Source: an optimization exercise on an open RTL-to-GDS flow (aim: small area, a short achievable clock period and few clock cycles). Production flows keep margins and buffers that such runs may drop. The RTL was checked by simulation tests, not by an equivalence proof against the original design. No activity file was given, so power comes from the tool's default toggle rates.

job 101:
==> flow/design.v <==
module cache_controller (
    input wire clk,
    input wire reset,
    input wire        cpu_re,
    input wire        cpu_we,
    input wire [15:0] cpu_addr,
    input wire [31:0] cpu_wdata,
    output wire [31:0] cpu_rdata,
    output reg         ready,
    output wire        mem_re,
    output wire        mem_we,
    output wire [13:0] mem_addr,
    output wire [31:0] mem_wdata,
    input  wire [31:0] mem_rdata
);
  localparam LINES = 64;
  function [6:0] inc7(input [6:0] a);
    integer n;
    reg carry;
    begin
      carry = 1'b1;
      for (n = 0; n < 7; n = n + 1) begin
        inc7[n] = a[n] ^ carry;
        carry = carry & a[n];
      end
    end
  endfunction
  function lt8(input [7:0] a, input [7:0] b);
    integer n;
    reg r;
    begin
      r = 1'b0;
      for (n = 0; n < 8; n = n + 1)
        r = (~a[n] & b[n]) | (~(a[n] ^ b[n]) & r);
      lt8 = r;
    end
  endfunction
  wire [3:0] s = cpu_addr[5:2];
  wire [9:0] t = cpu_addr[15:6];
  wire req = cpu_re | cpu_we;
  reg  [LINES-1:0] V;         
  reg  [LINES-1:0] H;         
  wire [LINES*10-1:0] tag_all;
  wire [LINES*7-1:0]  u_all;
  wire [LINES*32-1:0] data_all;
  reg        odd_v;
  reg  [5:0] odd_line;
  reg        fill_pend;
  reg  [5:0] fill_line;
  reg  [5:0] line_q;
  reg        rsel_mem;
  wire [15:0] dec = 16'd1 << s;
  wire [LINES-1:0] m;         
  reg  [27:0] su;
  reg  [3:0]  sv, sh;
  integer k;
  always @(*) begin
    su = 28'd0;
    sv = 4'd0;
    sh = 4'd0;
    for (k = 0; k < 16; k = k + 1) begin
      su = su | ({28{dec[k]}} & u_all[k*28 +: 28]);
      sv = sv | ({4{dec[k]}} & V[k*4 +: 4]);
      sh = sh | ({4{dec[k]}} & H[k*4 +: 4]);
    end
  end
  wire [3:0] hitw;
  wire [7:0] c [0:3];
  wire [6:0] cu [0:3];
  genvar j, q;
  generate
    for (q = 0; q < LINES; q = q + 1) begin : mt
      assign m[q] = V[q] && tag_all[q*10 +: 10] == t;
    end
    for (j = 0; j < 4; j = j + 1) begin : way
      wire [15:0] mw;
      for (q = 0; q < 16; q = q + 1) begin : st
        assign mw[q] = dec[q] & m[q*4+j];
      end
      assign hitw[j] = |mw;
      assign cu[j] = sh[j] ? su[j*7 +: 7] : 7'd0;
      assign c[j] = {cu[j], odd_v && odd_line == {s, j[1:0]}};
    end
  endgenerate
  wire hit = |hitw;
  wire miss = !hit;
  wire lt10 = lt8(c[1], c[0]);
  wire lt20 = lt8(c[2], c[0]);
  wire lt30 = lt8(c[3], c[0]);
  wire lt21 = lt8(c[2], c[1]);
  wire lt31 = lt8(c[3], c[1]);
  wire lt32 = lt8(c[3], c[2]);
  wire [3:0] cmin;
  assign cmin[0] = !lt10 && !lt20 && !lt30;
  assign cmin[1] = lt10 && !lt21 && !lt31;
  assign cmin[2] = lt20 && lt21 && !lt32;
  assign cmin[3] = !cmin[0] && !cmin[1] && !cmin[2];
  wire [3:0] vict = !sv[0] ? 4'b0001 :
                    !sv[1] ? 4'b0010 :
                    !sv[2] ? 4'b0100 :
                    !sv[3] ? 4'b1000 : cmin;
  wire [3:0] wsel = hit ? hitw : vict;       
  wire [1:0] wenc = {wsel[3] | wsel[2], wsel[3] | wsel[1]};
  wire [5:0] line = {s, wenc};
  reg [6:0] u_new;
  reg       old0;
  always @(*) begin
    u_new = 7'd0;
    old0 = 1'b0;
    for (k = 0; k < 4; k = k + 1) begin
      if (wsel[k]) begin
        if (hit) u_new = u_new | inc7(cu[k]);
        else if (sv[k]) u_new = u_new | (c[k][0] ? inc7(cu[k]) : cu[k]);
        old0 = old0 | (sv[k] & c[k][0]);
      end
    end
  end
  wire data_wr = cpu_we;                      
  wire fill_do = fill_pend && !data_wr;
  wire [31:0] wbus = data_wr ? cpu_wdata : mem_rdata;
  wire [LINES-1:0] fdec = {{(LINES-1){1'b0}}, 1'b1} << fill_line;
  wire [LINES-1:0] sel;
  genvar i;
  generate
    for (i = 0; i < LINES; i = i + 1) begin : ln
      reg [9:0]  tg;
      reg [6:0]  u;
      reg [31:0] d;
      assign sel[i] = req && dec[i/4] && wsel[i%4];
      always @(posedge clk) begin
        if (sel[i] && miss) tg <= t;
        if (sel[i]) u <= u_new;
        if ((sel[i] && data_wr) || (fill_do && fdec[i])) d <= wbus;
      end
      assign tag_all[i*10 +: 10] = tg;
      assign u_all[i*7 +: 7] = u;
      assign data_all[i*32 +: 32] = d;
    end
  endgenerate
  always @(posedge clk or posedge reset) begin
    if (reset) V <= {LINES{1'b0}};
    else if (req && miss) V <= V | sel;
  end
  always @(posedge clk) begin
    if (req) H <= miss ? sel : (H | sel);
  end
  always @(posedge clk or posedge reset) begin
    if (reset) begin
      odd_v     <= 1'b0;
      fill_pend <= 1'b0;
      ready     <= 1'b0;
    end else begin
      ready <= req;
      if (req && miss) odd_v <= ~old0;
      if (cpu_re && miss) fill_pend <= 1'b1;
      else if (fill_do || (data_wr && line == fill_line)) fill_pend <= 1'b0;
    end
  end
  always @(posedge clk) begin
    if (req && miss) odd_line <= line;
    if (cpu_re && miss) fill_line <= line;
    line_q   <= line;
    rsel_mem <= cpu_re && miss;
  end
  wire [LINES-1:0] roh = {{(LINES-1){1'b0}}, 1'b1} << line_q;
  reg  [31:0] rd;
  always @(*) begin
    rd = 32'd0;
    for (k = 0; k < LINES; k = k + 1) rd = rd | ({32{roh[k]}} & data_all[k*32 +: 32]);
  end
  assign cpu_rdata = rsel_mem ? mem_rdata : rd;
  assign mem_re    = cpu_re && miss && !reset;
  assign mem_we    = cpu_we && !reset;
  assign mem_addr  = cpu_addr[15:2];
  assign mem_wdata = cpu_wdata;
endmodule
==> flow/config.mk <==
export PLATFORM = sky130hd
export DESIGN_NAME = cache_controller
export DESIGN_NICKNAME = cache_controller
export VERILOG_FILES = /design/flow/design.v
export SDC_FILE = /design/flow/constraint.sdc
export NUM_CORES = 4
export LEC_CHECK = 0
export CAP_MARGIN = 20
export CORE_MARGIN = 2
export CORE_UTILIZATION = 40
export CTS_BUF_LIST = sky130_fd_sc_hd__clkbuf_16
export CTS_CLUSTER_DIAMETER = 60
export CTS_CLUSTER_SIZE = 20
export PLACE_DENSITY = 0.6
export SETUP_SLACK_MARGIN = 4.0
export SLEW_MARGIN = 20
export TNS_END_PERCENT = 5
==> flow/constraint.sdc <==
create_clock -name core_clock -period 10.0 [get_ports {clk}]
set_input_delay 2.0000 -clock core_clock [delete_from_list [all_inputs] [get_ports {clk}]]
set_output_delay 2.0000 -clock core_clock [all_outputs]
set_load 0.01 [all_outputs]
run.sh (not shown) runs the stock make flow with config.mk's settings and CLKGATE_MAP_FILE= SYNTH_SCRIPT=/design/flow/synth_recipe.tcl, a recipe that flattens the netlist after the stock synthesis.
Testbench counts of job 101, summed over its fixed seeds: cycles 32,000.
For job 102, these inputs were changed with respect to job 101:
diff --git a/flow/config.mk b/flow/config.mk
--- a/flow/config.mk
+++ b/flow/config.mk
@@ -13 +13 @@
-export CTS_CLUSTER_SIZE = 20
+export CTS_CLUSTER_SIZE = 24
--- outcome ---
Setup slack: job 102 more than job 101
There was hardly any difference in final-report max-slew violation count between job 101 and job 102.
According to the power report, total power for job 102 is higher than for job 101.
On design internal power: between job 102 and job 101, it ends up lower for job 101.
Worst-path cell with the longest stage delay: nor4_4 -> job 101, clkdlybuf4s50_1 -> job 102
On required time at the worst-slack endpoint, job 102 and job 101 are basically level.
Arrival time of data at the critical path endpoint: job 102 lower than job 101
There was hardly any difference in multi-input logic portion of the cell area between job 101 and job 102.
In the metrics for job 102 and job 101, the one carrying the higher reg-to-reg setup timing slack is job 102.
The higher number of setup buffers added after CTS came out of job 102.
A endpoint of the most critical setup path of cpu_rdata[15] is what job 102 shows, while cpu_rdata[0] belongs to job 101.
Input-level comparison between job 103 and job 102:
diff --git a/flow/config.mk b/flow/config.mk
--- a/flow/config.mk
+++ b/flow/config.mk
@@ -11,3 +10,0 @@
-export CTS_BUF_LIST = sky130_fd_sc_hd__clkbuf_16
-export CTS_CLUSTER_DIAMETER = 60
-export CTS_CLUSTER_SIZE = 24
Results
Of job 103 and job 102, it is job 103 that has the lower multi-input gate share of total cell area. Between job 103 and job 102, the count of state elements after synthesis figures differ only marginally. Critical path depth in job 103 is 2 below job 102. [job 103] filler-free cell count of the finished design rose 1.6% relative to job 102. Going from job 102 to job 103, switching power as a share of total power shrinks by 1.6 points. As far as total I/O pin count goes, job 103 and job 102 are indistinguishable; the numbers are identical. The core of job 103 is more densely filled than that of job 102. Compared with job 102, in job 103 maximum resistive drop on vdd lower; final critical delay including setup and external delays lower; routed wire length lower; register fraction of the total cell area lower. Having completed the whole flow, job 103 delivered a layout that passed the timing, DRC and antenna checks.

run A:
Another version of the RTL of cache_controller (not shown whole).
For scale: about 7700 cells after synthesis, ~170 I/O pins, roughly 130000 um2 of cells after synthesis.
// cache_controller
module cache_controller (
    input wire clk,
    input wire reset,
    input wire        cpu_re,
    input wire        cpu_we,
    input wire [15:0] cpu_addr,
    input wire [31:0] cpu_wdata,
    output wire [31:0] cpu_rdata,
    output reg         ready,
    output wire        mem_re,
    output wire        mem_we,
    output wire [13:0] mem_addr,
    output wire [31:0] mem_wdata,
    input  wire [31:0] mem_rdata
);
==> flow/config.mk <==
export PLATFORM = sky130hd
export DESIGN_NAME = cache_controller
export DESIGN_NICKNAME = cache_controller
export VERILOG_FILES = /design/flow/design.v
export SDC_FILE = /design/flow/constraint.sdc
export NUM_CORES = 4
export LEC_CHECK = 0
export CAP_MARGIN = 20
export CORE_MARGIN = 2
export CORE_UTILIZATION = 40
export CTS_BUF_LIST = sky130_fd_sc_hd__clkbuf_16
export CTS_CLUSTER_DIAMETER = 60
export CTS_CLUSTER_SIZE = 24
export PLACE_DENSITY = 0.6
export SETUP_SLACK_MARGIN = 4.0
export SLEW_MARGIN = 20
export SYNTH_HIERARCHICAL = 1
export TNS_END_PERCENT = 5
==> flow/constraint.sdc <==
create_clock -name core_clock -period 10.0 [get_ports {clk}]
set_input_delay 2.0000 -clock core_clock [delete_from_list [all_inputs] [get_ports {clk}]]
set_output_delay 2.0000 -clock core_clock [all_outputs]
set_load 0.01 [all_outputs]
Testbench counts of run A, summed over its fixed seeds: cycles 32,000.
> inputs changed (run A -> run B)
diff --git a/flow/config.mk b/flow/config.mk
--- a/flow/config.mk
+++ b/flow/config.mk
@@ -12,3 +12,3 @@
 export CTS_CLUSTER_DIAMETER = 60
-export CTS_CLUSTER_SIZE = 24
+export CTS_CLUSTER_SIZE = 20
 export PLACE_DENSITY = 0.6
[summary]
For fraction of met1 tracks used by global routing, run A and run B come out practically identical. Between run A and run B, the difference in total length of routed met2 wires is negligible. The leakage power total on run A is in line with that on run B. As far as number of instances in the synthesized netlist goes, run A and run B are indistinguishable; the numbers are identical. Between run B and run A, the shortest period the worst path allows does not differ in any meaningful way. Row TritonCTS buffer count: run B higher / run A lower. Compared run B against run A; fraction of the cycle the final worst path needs within noise. Between run A and run B, the wire length figures differ only marginally. Comparing run B with run A, the sequential fraction of total cell area came out essentially unchanged. Compared with run A, layout buffer count excluding clock buffers in run B decreased slightly. Any difference in utilization between run B and run A is small enough to ignore.
For run C, these inputs were changed with respect to run B:
diff --git a/flow/config.mk b/flow/config.mk
--- a/flow/config.mk
+++ b/flow/config.mk
@@ -9,3 +9,3 @@
 export CORE_MARGIN = 2
-export CORE_UTILIZATION = 40
+export CORE_UTILIZATION = 46
 export CTS_BUF_LIST = sky130_fd_sc_hd__clkbuf_16
@@ -13,3 +13,3 @@
 export CTS_CLUSTER_SIZE = 20
-export PLACE_DENSITY = 0.6
+export PLACE_DENSITY = 0.62
 export SETUP_SLACK_MARGIN = 4.0
## What came out
- Reported for run B and run C, synthesized cell count turned out identical to the last digit.
- The total non-filler cell area in the finished layout was comparable across run B and run C.
- Measured against each other, run B and run C differ in post-detailed-routing wire length, the lower figure coming from run B.
- Top achievable clock speed: run C vs run B down 2.1%
What run D does differently from run C at the input level:
diff --git a/flow/config.mk b/flow/config.mk
--- a/flow/config.mk
+++ b/flow/config.mk
@@ -9,3 +9,3 @@
 export CORE_MARGIN = 2
-export CORE_UTILIZATION = 46
+export CORE_UTILIZATION = 40
 export CTS_BUF_LIST = sky130_fd_sc_hd__clkbuf_16
@@ -13,3 +13,3 @@
 export CTS_CLUSTER_SIZE = 20
-export PLACE_DENSITY = 0.62
+export PLACE_DENSITY = 0.65
 export SETUP_SLACK_MARGIN = 4.0
[summary]
Run D ended with every stage complete and zero timing, DRC or antenna violations.
The sequential share of layout area of run D is higher than that of run C.
Comparing run C and run D, the higher total detailed-routing wirelength is on run C.
Wire length of the first global-routing pass of run D falls short of that of run C slightly.
Note that the site row count recorded for run D amounts to 1.07 times the value seen in run C.
[compare] base=run C new=run D: detailed-route via count shows a reduction of about 0.5%; layout clock buffer count shows a reduction of 9; final clock skew shows an increase of 0.040 ns; upper clock frequency limit shows no meaningful change; net count of the mapped netlist shows no meaningful change.
The start point of the critical path comes out cpu_addr[8] in one run and cpu_addr[7] in the other, namely in run D and run C respectively.

==> re-timing with driven ports <==
How much do the figures lean on ideal ports? The routed layouts below were timed once more, with nothing changed but the port constraints. Step 1 assumes that a clkbuf_16 drives the clock port and a buf_2 every other input. Step 2 also shifts input and output timing later by t, the mid clock arrival at the registers, as if the neighbouring blocks saw the same clock. a / b / c = ideal / step 1 / step 2; a / b = the first two.
run | shift t [ns] | slack for setup (ns) | worst setup path after step 2
job 101 | 1.046 | 3.410 / 3.259 / 2.291 | input to register
job 102 | 1.042 | 3.487 / 3.325 / 2.426 | input to register
job 103 | 1.032 | 3.564 / 3.336 / 2.304 | input to register
run A | 1.026 | 3.717 / 3.504 / 2.795 | input to register
run B | 1.035 | 3.717 / 3.491 / 2.792 | input to register
run C | 1.013 | 3.583 / 3.307 / 2.570 | input to register
run D | 1.002 | 3.599 / 3.378 / 2.759 | input to register
After both steps every run listed still meets setup and hold. For job 103, which loses most, drivers alone change the setup slack by -0.228 ns; drivers and shift together by -1.260 ns.
